This is an optimization exercise on Yosys and OpenROAD, whose aim is small area, a short achievable clock period and few clock cycles per item, not a production implementation. No functional check of the RTL was part of any run shown here. The flow treats the clock pin as an ideal source, which a real chip does not have. Power and IR drop assume default switching activity.

## flow/design.v (module list and top-level ports; edited modules follow where they fit)
// module Convolution: 2398 lines
// module fa: 6 lines
// module has: 5 lines
// module hac: 5 lines
// module skm_g: 5 lines
// module skm_t: 5 lines
// module skm_x: 5 lines
// module skm_o00001: 6 lines
// module skm_o00091: 6 lines
// module skm_o00111: 6 lines
// module skm_o00191: 6 lines
// module skm_o11000: 6 lines
// module skm_o11110: 6 lines
// module skm_o11190: 6 lines
// module skm_s0: 5 lines
// module skm_s1: 5 lines
// module wsel: 7 lines
module Convolution(clk, rst_n, in_valid, weight_valid,
  In_IFM_1, In_IFM_2, In_IFM_3, In_IFM_4, In_IFM_5, In_IFM_6, In_IFM_7, In_IFM_8, In_IFM_9,
  In_Weight_1, In_Weight_2, In_Weight_3, In_Weight_4, In_Weight_5, In_Weight_6, In_Weight_7, In_Weight_8, In_Weight_9,
  out_valid, Out_OFM);
  // ...
==> flow/flow/run.sh <==
#!/bin/bash
# Own flow: the standard ORFS flow (standard synthesis, same steps and scripts), with
#  - port buffers of a plain small buffer cell (every input and output port still gets one),
#  - a tighter setup-slack target for the resizer's timing repair (flow/margin.txt),
#  - optionally (flow/post_cts.tcl) a step after clock-tree synthesis that sizes down cells
#    that are faster than needed, keeping the same setup-slack target.
# Each tool's full output goes to flow_orfs.log in this folder; ORFS's per-step logs stay
# under orfs/logs/.
set -euo pipefail
MARGIN=$(cat flow/margin.txt 2>/dev/null || echo 5.0)
export BUFFER_PORTS_ARGS="-buffer_cell sky130_fd_sc_hd__buf_1"
if [[ -f flow/post_cts.tcl ]]; then
  export POST_CTS_TCL=$PWD/flow/post_cts.tcl
fi
export OWN_MARGIN=$MARGIN
bash standard.sh SETUP_SLACK_MARGIN=$MARGIN finish > flow_orfs.log 2>&1
==> flow/flow/margin.txt <==
5.35
==> flow/flow/post_cts.tcl <==
# After clock-tree synthesis and its timing repair: size down cells on paths with more
# setup slack than the target, then legalise the placement again.
estimate_parasitics -placement
repair_timing -recover_power 100 -setup_margin $::env(OWN_MARGIN) -verbose
detailed_placement
check_placement -verbose
==> flow/standard.sh <==
#!/bin/bash
# synth_recipe.tcl (not shown) runs the flow's synth.tcl, then flattens the netlist and writes it again
# the make line also repeats each setting of config.mk as NAME=value (left out here)
make -C /OpenROAD-flow-scripts/flow DESIGN_CONFIG=/design/flow/config.mk WORK_HOME=/design/flow/orfs CLKGATE_MAP_FILE= SYNTH_SCRIPT=/design/flow/synth_recipe.tcl "${@:-finish}"
==> flow/config.mk <==
export PLATFORM = sky130hd
export DESIGN_NAME = Convolution
export DESIGN_NICKNAME = Convolution
export VERILOG_FILES = /design/flow/design.v
export SDC_FILE = /design/flow/constraint.sdc
export NUM_CORES = 8
export LEC_CHECK = 0
export ABC_CLOCK_PERIOD_IN_PS = 2000
export CAP_MARGIN = 20
export CORE_MARGIN = 2
export CORE_UTILIZATION = 60
export CTS_CLUSTER_DIAMETER = 100
export CTS_CLUSTER_SIZE = 20
export PLACE_DENSITY = 0.7
export SLEW_MARGIN = 20
export SYNTH_HIERARCHICAL = 1
==> flow/constraint.sdc <==
create_clock -name core_clock -period 8.0 [get_ports {clk}]
set_input_delay 1.6000 -clock core_clock [delete_from_list [all_inputs] [get_ports {clk}]]
set_output_delay 1.6000 -clock core_clock [all_outputs]
set_load 0.01 [all_outputs]
==> impl_metrics.toml, run 1 <==
[detailed_routing]
avgViaCountPerCell = 5.66
routed_wl_mm = 62.4
vias = 13966

[finish]
fillers = 3236
nNonClkBuffers = 171
multi_input_cells = 1337
multi_input_area_um2 = 14800
multi_input_area_share_pct = 60.2
layout_common_cells = "597 x nand2_1, 528 x fa_1, 378 x dfxtp_1, 148 x buf_1, 47 x mux2_1"
final_common_cell = "nand2_1"
largest_register = "ofm"
n_antenna_cell = 0

[grt]
grt_pass1_wl_mm = 96.3
grt_antenna_before_repair = 1
busiest_layer = "met2"
use_met1_pct = 44.5
grt_max_degree = 40

[power]
seq_cell_power_mw = 3.23
p_comb_share_pct = 60.1
seqPwrFrac_pct = 29.3
internal-power_mw = 6.23
power_mw = 11.0
switching_power_mw = 4.77
power_switching_share_pct = 43.3

[job]
cap_violations = 0

[worst_setup_path]
critPathKind = "register to output pin"
cp-start-kind = "register"
crit_start = "vld[3]"
cp-endpoint = "out_valid"

[hold_path]
holdCritStartpoint = "k1_801"
min_path_cells = 0

[placed_design]
postPlaceCellArea_um2 = 24200

[timing]
fin_ws_ps = 5360
drv_slew = 0

[floorplanning]
die-area_um2 = 42700
tapCellCount = 532

[synthesis]
syn_area_um2 = 24600

[run_status]
status = "timing/DRC/antenna clean"
==> run 2, diff against run 1 <==
--- a/flow/design.v
+++ b/flow/design.v
@@ -1929,83 +1929,69 @@
 fa u_s1231(.a(s1227), .b(c1218), .c(c1220), .s(s1231), .co(c1232));
 wire s1233, c1234;
 fa u_s1233(.a(s1229), .b(c1222), .c(s1231), .s(s1233), .co(c1234));
 wire s1235, c1236;
 fa u_s1235(.a(k1_975), .b(k1_976), .c(c1228), .s(s1235), .co(c1236));
 wire s1237, c1238;
 fa u_s1237(.a(c1230), .b(s1235), .c(c1232), .s(s1237), .co(c1238));
 wire s1239, c1240;
-has u_s1239(.a(k1_802), .b(k1_803), .y(s1239));
-hac u_c1240(.a(k1_802), .b(k1_803), .y(c1240));
+fa u_s1239(.a(1'b1), .b(k1_802), .c(k1_803), .s(s1239), .co(c1240));
 wire s1241, c1242;
-has u_s1241(.a(c1240), .b(s979), .y(s1241));
-hac u_c1242(.a(c1240), .b(s979), .y(c1242));
+fa u_s1241(.a(1'b1), .b(c1240), .c(s979), .s(s1241), .co(c1242));
 wire s1243, c1244;
 fa u_s1243(.a(c980), .b(s985), .c(c1242), .s(s1243), .co(c1244));
 wire s1245, c1246;
-has u_s1245(.a(s997), .b(c1244), .y(s1245));
-hac u_c1246(.a(s997), .b(c1244), .y(c1246));
+fa u_s1245(.a(1'b1), .b(s997), .c(c1244), .s(s1245), .co(c1246));
 wire s1291, c1292;
-has u_s1291(.a(k2_1252), .b(k2_1290), .y(s1291));
-hac u_c1292(.a(k2_1252), .b(k2_1290), .y(c1292));
+fa u_s1291(.a(1'b1), .b(k2_1252), .c(k2_1290), .s(s1291), .co(c1292));
 wire s1293, c1294;
 fa u_s1293(.a(k2_1253), .b(k2_1254), .c(k2_1255), .s(s1293), .co(c1294));
 wire s1295, c1296;
-has u_s1295(.a(k2_1256), .b(k2_1257), .y(s1295));
-hac u_c1296(.a(k2_1256), .b(k2_1257), .y(c1296));
+fa u_s1295(.a(1'b1), .b(k2_1256), .c(k2_1257), .s(s1295), .co(c1296));
 wire s1297, c1298;
 fa u_s1297(.a(k2_1258), .b(k2_1259), .c(k2_1260), .s(s1297), .co(c1298));
 wire s1299, c1300;
 fa u_s1299(.a(k2_1262), .b(k2_1263), .c(k2_1264), .s(s1299), .co(c1300));
 wire s1301, c1302;
 fa u_s1301(.a(k2_1266), .b(k2_1267), .c(k2_1268), .s(s1301), .co(c1302));
 wire s1303, c1304;
 fa u_s1303(.a(k2_1270), .b(k2_1271), .c(k2_1272), .s(s1303), .co(c1304));
 wire s1305, c1306;
 fa u_s1305(.a(k2_1274), .b(k2_1275), .c(k2_1276), .s(s1305), .co(c1306));
 wire s1307, c1308;
 fa u_s1307(.a(k2_1277), .b(k2_1278), .c(k2_1279), .s(s1307), .co(c1308));
 wire s1309, c1310;
-has u_s1309(.a(k2_1281), .b(k2_1282), .y(s1309));
-hac u_c1310(.a(k2_1281), .b(k2_1282), .y(c1310));
+fa u_s1309(.a(1'b1), .b(k2_1281), .c(k2_1282), .s(s1309), .co(c1310));
 wire s1311, c1312;
 fa u_s1311(.a(k2_1283), .b(k2_1284), .c(k2_1285), .s(s1311), .co(c1312));
 wire s1313, c1314;
-has u_s1313(.a(k2_1286), .b(k2_1287), .y(s1313));
-hac u_c1314(.a(k2_1286), .b(k2_1287), .y(c1314));
+fa u_s1313(.a(1'b1), .b(k2_1286), .c(k2_1287), .s(s1313), .co(c1314));
 wire s1315, c1316;
-has u_s1315(.a(k2_1288), .b(k2_1289), .y(s1315));
-hac u_c1316(.a(k2_1288), .b(k2_1289), .y(c1316));
+fa u_s1315(.a(1'b1), .b(k2_1288), .c(k2_1289), .s(s1315), .co(c1316));
 wire s1317, c1318;
-has u_s1317(.a(k2_1261), .b(c1296), .y(s1317));
-hac u_c1318(.a(k2_1261), .b(c1296), .y(c1318));
+fa u_s1317(.a(1'b1), .b(k2_1261), .c(c1296), .s(s1317), .co(c1318));
 wire s1319, c1320;
 fa u_s1319(.a(k2_1265), .b(c1298), .c(s1299), .s(s1319), .co(c1320));
 wire s1321, c1322;
 fa u_s1321(.a(k2_1269), .b(c1300), .c(s1301), .s(s1321), .co(c1322));
 wire s1323, c1324;
 fa u_s1323(.a(k2_1273), .b(c1302), .c(s1303), .s(s1323), .co(c1324));
 wire s1325, c1326;
-has u_s1325(.a(c1304), .b(s1305), .y(s1325));
-hac u_c1326(.a(c1304), .b(s1305), .y(c1326));
+fa u_s1325(.a(1'b1), .b(c1304), .c(s1305), .s(s1325), .co(c1326));
 wire s1327, c1328;
 fa u_s1327(.a(k2_1280), .b(c1306), .c(s1307), .s(s1327), .co(c1328));
 wire s1329, c1330;
-has u_s1329(.a(s1309), .b(c1308), .y(s1329));
-hac u_c1330(.a(s1309), .b(c1308), .y(c1330));
+fa u_s1329(.a(1'b1), .b(c1308), .c(s1309), .s(s1329), .co(c1330));
 wire s1331, c1332;
-has u_s1331(.a(c1310), .b(s1311), .y(s1331));
-hac u_c1332(.a(c1310), .b(s1311), .y(c1332));
+fa u_s1331(.a(1'b1), .b(c1310), .c(s1311), .s(s1331), .co(c1332));
 wire s1333, c1334;
-has u_s1333(.a(s1313), .b(c1312), .y(s1333));
-hac u_c1334(.a(s1313), .b(c1312), .y(c1334));
+fa u_s1333(.a(1'b1), .b(c1312), .c(s1313), .s(s1333), .co(c1334));
 wire s1335, c1336;
-has u_s1335(.a(c1314), .b(s1315), .y(s1335));
-hac u_c1336(.a(c1314), .b(s1315), .y(c1336));
+fa u_s1335(.a(1'b1), .b(c1314), .c(s1315), .s(s1335), .co(c1336));
 always @(posedge clk) begin
   k1_801 <= s7;
   k1_802 <= s25;
   k1_803 <= s27;
   k1_804 <= s53;
   k1_805 <= s55;
   k1_806 <= c28;
   k1_807 <= s57;
@@ -2218,18 +2204,18 @@
   k2_1284 <= s1233;
   k2_1285 <= c1226;
   k2_1286 <= c1234;
   k2_1287 <= s1237;
   k2_1288 <= c1236;
   k2_1289 <= c1238;
   k2_1290 <= c1246;
 end
-wire [13:0] fa_a = {1'b1,c1316,s1335,s1333,s1331,s1329,s1327,s1325,s1323,s1321,s1319,s1297,s1295,c1292};
-wire [13:0] fa_b = {1'b1,c1336,c1334,c1332,c1330,c1328,c1326,c1324,c1322,c1320,c1318,s1317,c1294,s1293};
+wire [13:0] fa_a = {1'b1,c1316,s1335,s1333,s1331,s1329,s1327,s1325,s1323,s1321,s1319,s1297,c1294,c1292};
+wire [13:0] fa_b = {1'b1,c1336,c1334,c1332,c1330,c1328,c1326,c1324,c1322,c1320,c1318,s1317,s1295,s1293};
 wire [13:0] hi;
 wire cg0, cp0;
 skm_g u_cg0(.a(fa_a[0]), .b(fa_b[0]), .y(cg0));
 skm_x u_cp0(.a(fa_a[0]), .b(fa_b[0]), .y(cp0));
 wire ct0;
 skm_t u_ct0(.a(fa_a[0]), .b(fa_b[0]), .y(ct0));
 wire cg1, cp1;
 skm_g u_cg1(.a(fa_a[1]), .b(fa_b[1]), .y(cg1));
@@ -2291,98 +2277,98 @@
 skm_x u_cp12(.a(fa_a[12]), .b(fa_b[12]), .y(cp12));
 wire ct12;
 skm_t u_ct12(.a(fa_a[12]), .b(fa_b[12]), .y(ct12));
 wire cg13, cp13;
 skm_g u_cg13(.a(fa_a[13]), .b(fa_b[13]), .y(cg13));
 skm_x u_cp13(.a(fa_a[13]), .b(fa_b[13]), .y(cp13));
 wire ct13;
 skm_t u_ct13(.a(fa_a[13]), .b(fa_b[13]), .y(ct13));
-wire pg0_13, pp0_13;
-skm_o11110 u_pg0_13(.gi(cg13), .pi(ct13), .gj(cg12), .pj(ct12), .go(pg0_13), .po(pp0_13));
-wire pg0_12, pp0_12;
-skm_o11110 u_pg0_12(.gi(cg12), .pi(ct12), .gj(cg11), .pj(ct11), .go(pg0_12), .po(pp0_12));
-wire pg0_11, pp0_11;
-skm_o11110 u_pg0_11(.gi(cg11), .pi(ct11), .gj(cg10), .pj(ct10), .go(pg0_11), .po(pp0_11));
-wire pg0_10, pp0_10;
-skm_o11110 u_pg0_10(.gi(cg10), .pi(ct10), .gj(cg9), .pj(ct9), .go(pg0_10), .po(pp0_10));
-wire pg0_9, pp0_9;
-skm_o11110 u_pg0_9(.gi(cg9), .pi(ct9), .gj(cg8), .pj(ct8), .go(pg0_9), .po(pp0_9));
-wire pg0_8, pp0_8;
-skm_o11110 u_pg0_8(.gi(cg8), .pi(ct8), .gj(cg7), .pj(ct7), .go(pg0_8), .po(pp0_8));
-wire pg0_7, pp0_7;
-skm_o11110 u_pg0_7(.gi(cg7), .pi(ct7), .gj(cg6), .pj(ct6), .go(pg0_7), .po(pp0_7));
-wire pg0_6, pp0_6;
-skm_o11110 u_pg0_6(.gi(cg6), .pi(ct6), .gj(cg5), .pj(ct5), .go(pg0_6), .po(pp0_6));
-wire pg0_5, pp0_5;
-skm_o11110 u_pg0_5(.gi(cg5), .pi(ct5), .gj(cg4), .pj(ct4), .go(pg0_5), .po(pp0_5));
-wire pg0_4, pp0_4;
-skm_o11110 u_pg0_4(.gi(cg4), .pi(ct4), .gj(cg3), .pj(ct3), .go(pg0_4), .po(pp0_4));
-wire pg0_3, pp0_3;
-skm_o11110 u_pg0_3(.gi(cg3), .pi(ct3), .gj(cg2), .pj(ct2), .go(pg0_3), .po(pp0_3));
-wire pg0_2, pp0_2;
-skm_o11110 u_pg0_2(.gi(cg2), .pi(ct2), .gj(cg1), .pj(ct1), .go(pg0_2), .po(pp0_2));
 wire pg0_1, pp0_1;
 skm_o11110 u_pg0_1(.gi(cg1), .pi(ct1), .gj(cg0), .pj(ct0), .go(pg0_1), .po(pp0_1));
-wire pg1_13, pp1_13;
-skm_o00001 u_pg1_13(.gi(pg0_13), .pi(pp0_13), .gj(pg0_11), .pj(pp0_11), .go(pg1_13), .po(pp1_13));
-wire pg1_12, pp1_12;
-skm_o00001 u_pg1_12(.gi(pg0_12), .pi(pp0_12), .gj(pg0_10), .pj(pp0_10), .go(pg1_12), .po(pp1_12));
-wire pg1_11, pp1_11;
-skm_o00001 u_pg1_11(.gi(pg0_11), .pi(pp0_11), .gj(pg0_9), .pj(pp0_9), .go(pg1_11), .po(pp1_11));
-wire pg1_10, pp1_10;
-skm_o00001 u_pg1_10(.gi(pg0_10), .pi(pp0_10), .gj(pg0_8), .pj(pp0_8), .go(pg1_10), .po(pp1_10));
-wire pg1_9, pp1_9;
-skm_o00001 u_pg1_9(.gi(pg0_9), .pi(pp0_9), .gj(pg0_7), .pj(pp0_7), .go(pg1_9), .po(pp1_9));
-wire pg1_8, pp1_8;
-skm_o00001 u_pg1_8(.gi(pg0_8), .pi(pp0_8), .gj(pg0_6), .pj(pp0_6), .go(pg1_8), .po(pp1_8));
-wire pg1_7, pp1_7;
-skm_o00001 u_pg1_7(.gi(pg0_7), .pi(pp0_7), .gj(pg0_5), .pj(pp0_5), .go(pg1_7), .po(pp1_7));
-wire pg1_6, pp1_6;
-skm_o00001 u_pg1_6(.gi(pg0_6), .pi(pp0_6), .gj(pg0_4), .pj(pp0_4), .go(pg1_6), .po(pp1_6));
-wire pg1_5, pp1_5;
-skm_o00001 u_pg1_5(.gi(pg0_5), .pi(pp0_5), .gj(pg0_3), .pj(pp0_3), .go(pg1_5), .po(pp1_5));
-wire pg1_4, pp1_4;
-skm_o00001 u_pg1_4(.gi(pg0_4), .pi(pp0_4), .gj(pg0_2), .pj(pp0_2), .go(pg1_4), .po(pp1_4));
-wire pg1_3, pp1_3;
-skm_o00001 u_pg1_3(.gi(pg0_3), .pi(pp0_3), .gj(pg0_1), .pj(pp0_1), .go(pg1_3), .po(pp1_3));
+wire pg0_2, pp0_2;
+skm_o11000 u_pg0_2(.gi(cg2), .pi(ct2), .gj(pg0_1), .pj(pp0_1), .go(pg0_2), .po(pp0_2));
+wire pg0_3, pp0_3;
+skm_o11000 u_pg0_3(.gi(cg3), .pi(ct3), .gj(pg0_2), .pj(pp0_2), .go(pg0_3), .po(pp0_3));
+wire pg0_4, pp0_4;
+skm_o11000 u_pg0_4(.gi(cg4), .pi(ct4), .gj(pg0_3), .pj(pp0_3), .go(pg0_4), .po(pp0_4));
+wire pg0_5, pp0_5;
+skm_o11000 u_pg0_5(.gi(cg5), .pi(ct5), .gj(pg0_4), .pj(pp0_4), .go(pg0_5), .po(pp0_5));
+wire pg0_6, pp0_6;
+skm_o11000 u_pg0_6(.gi(cg6), .pi(ct6), .gj(pg0_5), .pj(pp0_5), .go(pg0_6), .po(pp0_6));
+wire pg0_7, pp0_7;
+skm_o11000 u_pg0_7(.gi(cg7), .pi(ct7), .gj(pg0_6), .pj(pp0_6), .go(pg0_7), .po(pp0_7));
+wire pg0_8, pp0_8;
+skm_o11000 u_pg0_8(.gi(cg8), .pi(ct8), .gj(pg0_7), .pj(pp0_7), .go(pg0_8), .po(pp0_8));
+wire pg0_9, pp0_9;
+skm_o11000 u_pg0_9(.gi(cg9), .pi(ct9), .gj(pg0_8), .pj(pp0_8), .go(pg0_9), .po(pp0_9));
+wire pg0_10, pp0_10;
+skm_o11000 u_pg0_10(.gi(cg10), .pi(ct10), .gj(pg0_9), .pj(pp0_9), .go(pg0_10), .po(pp0_10));
+wire pg0_11, pp0_11;
+skm_o11000 u_pg0_11(.gi(cg11), .pi(ct11), .gj(pg0_10), .pj(pp0_10), .go(pg0_11), .po(pp0_11));
+wire pg0_12, pp0_12;
+skm_o11000 u_pg0_12(.gi(cg12), .pi(ct12), .gj(pg0_11), .pj(pp0_11), .go(pg0_12), .po(pp0_12));
+wire pg0_13, pp0_13;
+skm_o11000 u_pg0_13(.gi(cg13), .pi(ct13), .gj(pg0_12), .pj(pp0_12), .go(pg0_13), .po(pp0_13));
 wire pg1_2, pp1_2;
 skm_o00111 u_pg1_2(.gi(pg0_2), .pi(pp0_2), .gj(cg0), .pj(ct0), .go(pg1_2), .po(pp1_2));
-wire pg2_13, pp2_13;
-skm_o11110 u_pg2_13(.gi(pg1_13), .pi(pp1_13), .gj(pg1_9), .pj(pp1_9), .go(pg2_13), .po(pp2_13));
-wire pg2_12, pp2_12;
-skm_o11110 u_pg2_12(.gi(pg1_12), .pi(pp1_12), .gj(pg1_8), .pj(pp1_8), .go(pg2_12), .po(pp2_12));
-wire pg2_11, pp2_11;
-skm_o11110 u_pg2_11(.gi(pg1_11), .pi(pp1_11), .gj(pg1_7), .pj(pp1_7), .go(pg2_11), .po(pp2_11));
-wire pg2_10, pp2_10;
-skm_o11110 u_pg2_10(.gi(pg1_10), .pi(pp1_10), .gj(pg1_6), .pj(pp1_6), .go(pg2_10), .po(pp2_10));
-wire pg2_9, pp2_9;
-skm_o11110 u_pg2_9(.gi(pg1_9), .pi(pp1_9), .gj(pg1_5), .pj(pp1_5), .go(pg2_9), .po(pp2_9));
-wire pg2_8, pp2_8;
-skm_o11110 u_pg2_8(.gi(pg1_8), .pi(pp1_8), .gj(pg1_4), .pj(pp1_4), .go(pg2_8), .po(pp2_8));
-wire pg2_7, pp2_7;
-skm_o11190 u_pg2_7(.gi(pg1_7), .pi(pp1_7), .gj(pg1_3), .pj(pg1_3), .go(pg2_7), .po(pp2_7));
-wire pg2_6, pp2_6;
-skm_o11190 u_pg2_6(.gi(pg1_6), .pi(pp1_6), .gj(pg1_2), .pj(pg1_2), .go(pg2_6), .po(pp2_6));
-wire pg2_5, pp2_5;
-skm_o11000 u_pg2_5(.gi(pg1_5), .pi(pp1_5), .gj(pg0_1), .pj(pp0_1), .go(pg2_5), .po(pp2_5));
+wire pg1_3, pp1_3;
+skm_o00001 u_pg1_3(.gi(pg0_3), .pi(pp0_3), .gj(pg0_1), .pj(pp0_1), .go(pg1_3), .po(pp1_3));
+wire pg1_4, pp1_4;
+skm_o00111 u_pg1_4(.gi(pg0_4), .pi(pp0_4), .gj(pg1_2), .pj(pp1_2), .go(pg1_4), .po(pp1_4));
+wire pg1_5, pp1_5;
+skm_o00111 u_pg1_5(.gi(pg0_5), .pi(pp0_5), .gj(pg1_3), .pj(pp1_3), .go(pg1_5), .po(pp1_5));
+wire pg1_6, pp1_6;
+skm_o00111 u_pg1_6(.gi(pg0_6), .pi(pp0_6), .gj(pg1_4), .pj(pp1_4), .go(pg1_6), .po(pp1_6));
+wire pg1_7, pp1_7;
+skm_o00111 u_pg1_7(.gi(pg0_7), .pi(pp0_7), .gj(pg1_5), .pj(pp1_5), .go(pg1_7), .po(pp1_7));
+wire pg1_8, pp1_8;
+skm_o00111 u_pg1_8(.gi(pg0_8), .pi(pp0_8), .gj(pg1_6), .pj(pp1_6), .go(pg1_8), .po(pp1_8));
+wire pg1_9, pp1_9;
+skm_o00111 u_pg1_9(.gi(pg0_9), .pi(pp0_9), .gj(pg1_7), .pj(pp1_7), .go(pg1_9), .po(pp1_9));
+wire pg1_10, pp1_10;
+skm_o00111 u_pg1_10(.gi(pg0_10), .pi(pp0_10), .gj(pg1_8), .pj(pp1_8), .go(pg1_10), .po(pp1_10));
+wire pg1_11, pp1_11;
+skm_o00111 u_pg1_11(.gi(pg0_11), .pi(pp0_11), .gj(pg1_9), .pj(pp1_9), .go(pg1_11), .po(pp1_11));
+wire pg1_12, pp1_12;
+skm_o00111 u_pg1_12(.gi(pg0_12), .pi(pp0_12), .gj(pg1_10), .pj(pp1_10), .go(pg1_12), .po(pp1_12));
+wire pg1_13, pp1_13;
+skm_o00111 u_pg1_13(.gi(pg0_13), .pi(pp0_13), .gj(pg1_11), .pj(pp1_11), .go(pg1_13), .po(pp1_13));
 wire pg2_4, pp2_4;
 skm_o11110 u_pg2_4(.gi(pg1_4), .pi(pp1_4), .gj(cg0), .pj(ct0), .go(pg2_4), .po(pp2_4));
-wire pg3_13, pp3_13;
-skm_o00091 u_pg3_13(.gi(pg2_13), .pi(pp2_13), .gj(pg2_5), .pj(pg2_5), .go(pg3_13), .po(pp3_13));
-wire pg3_12, pp3_12;
-skm_o00091 u_pg3_12(.gi(pg2_12), .pi(pp2_12), .gj(pg2_4), .pj(pg2_4), .go(pg3_12), .po(pp3_12));
-wire pg3_11, pp3_11;
-skm_o00191 u_pg3_11(.gi(pg2_11), .pi(pp2_11), .gj(pg1_3), .pj(pg1_3), .go(pg3_11), .po(pp3_11));
-wire pg3_10, pp3_10;
-skm_o00191 u_pg3_10(.gi(pg2_10), .pi(pp2_10), .gj(pg1_2), .pj(pg1_2), .go(pg3_10), .po(pp3_10));
-wire pg3_9, pp3_9;
-skm_o00091 u_pg3_9(.gi(pg2_9), .pi(pp2_9), .gj(pg0_1), .pj(pg0_1), .go(pg3_9), .po(pp3_9));
+wire pg2_5, pp2_5;
+skm_o11000 u_pg2_5(.gi(pg1_5), .pi(pp1_5), .gj(pg0_1), .pj(pp0_1), .go(pg2_5), .po(pp2_5));
+wire pg2_6, pp2_6;
+skm_o11190 u_pg2_6(.gi(pg1_6), .pi(pp1_6), .gj(pg1_2), .pj(pg1_2), .go(pg2_6), .po(pp2_6));
+wire pg2_7, pp2_7;
+skm_o11190 u_pg2_7(.gi(pg1_7), .pi(pp1_7), .gj(pg1_3), .pj(pg1_3), .go(pg2_7), .po(pp2_7));
+wire pg2_8, pp2_8;
+skm_o11000 u_pg2_8(.gi(pg1_8), .pi(pp1_8), .gj(pg2_4), .pj(pp2_4), .go(pg2_8), .po(pp2_8));
+wire pg2_9, pp2_9;
+skm_o11000 u_pg2_9(.gi(pg1_9), .pi(pp1_9), .gj(pg2_5), .pj(pp2_5), .go(pg2_9), .po(pp2_9));
+wire pg2_10, pp2_10;
+skm_o11000 u_pg2_10(.gi(pg1_10), .pi(pp1_10), .gj(pg2_6), .pj(None), .go(pg2_10), .po(pp2_10));
+wire pg2_11, pp2_11;
+skm_o11000 u_pg2_11(.gi(pg1_11), .pi(pp1_11), .gj(pg2_7), .pj(None), .go(pg2_11), .po(pp2_11));
+wire pg2_12, pp2_12;
+skm_o11000 u_pg2_12(.gi(pg1_12), .pi(pp1_12), .gj(pg2_8), .pj(pp2_8), .go(pg2_12), .po(pp2_12));
+wire pg2_13, pp2_13;
+skm_o11000 u_pg2_13(.gi(pg1_13), .pi(pp1_13), .gj(pg2_9), .pj(pp2_9), .go(pg2_13), .po(pp2_13));
 wire pg3_8, pp3_8;
 skm_o00191 u_pg3_8(.gi(pg2_8), .pi(pp2_8), .gj(cg0), .pj(cg0), .go(pg3_8), .po(pp3_8));
+wire pg3_9, pp3_9;
+skm_o00091 u_pg3_9(.gi(pg2_9), .pi(pp2_9), .gj(pg0_1), .pj(pg0_1), .go(pg3_9), .po(pp3_9));
+wire pg3_10, pp3_10;
+skm_o00191 u_pg3_10(.gi(pg2_10), .pi(pp2_10), .gj(pg1_2), .pj(pg1_2), .go(pg3_10), .po(pp3_10));
+wire pg3_11, pp3_11;
+skm_o00191 u_pg3_11(.gi(pg2_11), .pi(pp2_11), .gj(pg1_3), .pj(pg1_3), .go(pg3_11), .po(pp3_11));
+wire pg3_12, pp3_12;
+skm_o00091 u_pg3_12(.gi(pg2_12), .pi(pp2_12), .gj(pg2_4), .pj(pg2_4), .go(pg3_12), .po(pp3_12));
+wire pg3_13, pp3_13;
+skm_o00091 u_pg3_13(.gi(pg2_13), .pi(pp2_13), .gj(pg2_5), .pj(pg2_5), .go(pg3_13), .po(pp3_13));
 assign hi[0] = cp0;
 skm_s1 u_sum1(.p(cp1), .c(cg0), .s(hi[1]));
 skm_s0 u_sum2(.p(cp2), .c(pg0_1), .s(hi[2]));
 skm_s1 u_sum3(.p(cp3), .c(pg1_2), .s(hi[3]));
 skm_s1 u_sum4(.p(cp4), .c(pg1_3), .s(hi[4]));
 skm_s0 u_sum5(.p(cp5), .c(pg2_4), .s(hi[5]));
 skm_s0 u_sum6(.p(cp6), .c(pg2_5), .s(hi[6]));
 skm_s0 u_sum7(.p(cp7), .c(pg2_6), .s(hi[7]));
@@ -2397,26 +2383,16 @@
 assign Out_OFM = {1'd0, ofm};
 endmodule
 module fa(a, b, c, s, co);
 input a, b, c;
 output s, co;
 assign s = a ^ b ^ c;
 assign co = (a & b) | (a & c) | (b & c);
 endmodule
-module has(a, b, y);
-input a, b;
-output y;
-assign y = ~(a ^ b);
-endmodule
-module hac(a, b, y);
-input a, b;
-output y;
-assign y = a | b;
-endmodule
 module skm_g(a, b, y);
 input a, b;
 output y;
 assign y = ~(a | b);
 endmodule
 module skm_t(a, b, y);
 input a, b;
 output y;
==> impl_metrics.toml, run 2 <==
[synthesis]
synthCells = 1906
syn_avg_cell_area_um2 = 13.1
syn_area_um2 = 24900
yosys_warnings = 10

[detailed_routing]
vias = 14206
drt-initial-drc-count = 1355
postRouteAntennaNets = 0
first_pass_iters = 5
routed_wl_mm = 64.3
detail_route.wl_per_cell_um = 25.5
drc_errors = 0
avgViaCountPerCell = 5.63

[finish]
largest_reg_flops = 20
synthToLayoutAreaGrowth_pct = 1.57
final_common_cell = "nand2_1"
largest_register = "ofm"
fillers = 3274
drive_gt1_share_pct = 8.29
n_antenna_cell = 0
layout_common_cells = "583 x nand2_1, 532 x fa_1, 376 x dfxtp_1, 146 x buf_1, 50 x mux2_1"
nets = 2693

[timing]
finalClockSkew_ps = 23.8
grt_setup_unrepaired = "true"
period_minus_slack_ps = 3970
fin_setup_tns_ps = 0
timing.slew.headroom_pct = 56.0
finalCritPeriodShare_pct = 49.6
drv_slew = 0
finalSetupViolCount = 0
worst_pin_slew_ps = 654
hold_ws_ps = 333
fmax_mhz = 252
finalHoldViolations = 0

[grt]
grtUsageTotal_pct = 31.5
grt_pass1_vias = 15987
grt_max_degree = 43
overflow = 0
grt_pass1_wl_mm = 99.8
grt_antenna_before_repair = 1

[power]
power_leakage_nw = 9.10
p_per_area_nw_per_um2 = 515
clockPowerShare_pct = 9.8
seqPwrFrac_pct = 25.0
internal-power_mw = 7.35
switching_power_mw = 5.67
p_comb_share_pct = 65.3
ir_worst_vdd_mv = 0.463
power_switching_share_pct = 43.5

[hold_path]
min-delay-path-class = "register to register"
whs_endpoint = "k2_1247"
min_path_cells = 0
holdCritStartpoint = "k1_801"

[clock_network]
cts.clk_slew.worst_paths_ps = 90
clock_sinks = 388
clock_latency_ps = 580
cts_tree = "built"

[floorplanning]
core_area_um2 = 40900
start_util_pct = 60.8
die_w_um = 208
die-area_um2 = 43100
io_pins = 170
die_height_um = 208
rows = 74

[worst_setup_path]
slowest_delay_ps = 560
critPathArrivalTime_ps = 4420
cp_top_family = "compound AO/OA/AOI/OAI gates"
crit_path_frequent_cell = "a21oi_2"
crit_start = "k2_1256"
crit_path_end_kind = "register"
ff2ff_setup_slack_ps = 4030
critPathKind = "register to register"
cp.required_ps = 8450
cp-start-kind = "register"
critPathBufInv = 10
r2r-end = "ofm[19]"
crit_fanout = 3
worstRegToRegCells = 28
slowest_stage = "fa_1"
reg2reg_from = "k2_1256"

[placed_design]
io_buffers = 168
gp_congestion = 0.971
hpwl_mm = 53.2

[job]
cap_violations = 0

[run_status]
status = "timing/DRC/antenna clean"
==> run 2: cell types whose count changed in the layout (fill, tap and decap cells not counted), sizes merged, moves of 14 or more <==
cell | previous run | this run
buf | 151 | 173
nand2b | 0 | 17
conb | 3 | 19
xnor2 | 19 | 5
or2 | 14 | 0
fa | 544 | 558
inv | 12 | 36
==> run 2: worst reg2reg max path: cells and delay by family (launching register included) <==
kind | cells | cell delay (ps)
compound gates | 14 | 1740
flops | 1 | 330
buf+inv | 10 | 620
fa+ha+maj | 2 | 910
xor+xnor | 1 | 160
simple gates | 1 | 90
==> run 2: worst max-delay path by stage <==
stage,slack [ps],end,cells after the start
3_3_place_gp,3950,ofm[19],28
3_5_place_dp,3920,ofm[19],28
6_report,4030,ofm[19],28
5_1_grt,3650,ofm[19],28
2_1_floorplan,4440,ofm[19],26
==> run 2: power groups by stage <==
stage / clock network, mW / registers [mW] / logic (mW)
floorplan: 0 / 3.07 / 5.06
global placement: 0 / 3.27 / 7.60
detailed placement: 0 / 3.29 / 7.73
global route: 1.36 / 3.32 / 9.44
finish: 1.27 / 3.25 / 8.50
==> run 2: layout make-up <==
type	count	area [um^2]	share of cell area, %
clock inverter	3	90.1	0.356
timing repair buffer	193	872	3.45
tap	532	666	2.63
multi-input combinational	1345	15100	59.9
inverter	36	135	0.535
sequential	388	7800	30.9
clock buffer	25	583	2.31
==> run 2: layer usage <==
layer | share of wire [%] | wire (um) | GRT usage, % | up-vias
met4 | 5.9 | 3800 | 14.4 | 0
met1 | 39 | 25100 | 44.1 | 7397
met2 | 45 | 28900 | 47.9 | 845
met5 | 0 | 0 | 0 | -
met3 | 10 | 6560 | 6.96 | 156
li1 | - | - | - | 5808
==> run 2: metrics by stage <==
step	utilization, %	std cells	setup WS (ps)	cell area (um^2)	total power [mW]
after floorplan	-	1923	4440	25000	8.13
after global placement	60.0	2470	3950	24500	10.9
after detailed placement	60.0	2470	3920	24500	11.0
after global routing	61.8	2522	3650	25300	14.1
final	61.8	2522	4030	25300	13.0

[port drivers added, routing unchanged]
The flow's constraints put no driver on any port. The routed layouts listed below were extracted and timed again, unchanged, in two steps.
Step 1 (the two cells are an assumption about what drives the block):
set clk [get_ports {clk}]
set_driving_cell -lib_cell sky130_fd_sc_hd__clkbuf_16 $clk
set_driving_cell -lib_cell sky130_fd_sc_hd__buf_2 [delete_from_list [all_inputs] $clk]
Step 2 times the ports against the registers' clock, not the clock port: input delays grow and output delays shrink by t, the midpoint of the rising clock arrivals with the driver on.
Three values: no drivers, after step 1, after step 2; two values: the first two.
run	t (ns)	slack for setup (ns)	latest minus earliest clock arrival (ns)	worst data-port slew with drivers (ns)
run 1	0.607	5.362 / 5.307 / 4.987	0.013 / 0.013	0.04
run 2	0.619	4.028 / 4.028 / 4.028	0.024 / 0.024	0.04
After both steps setup and hold are still met in every run listed. For run 1, which loses most, drivers alone change the setup slack by -0.055 ns; drivers and shift together by -0.375 ns.
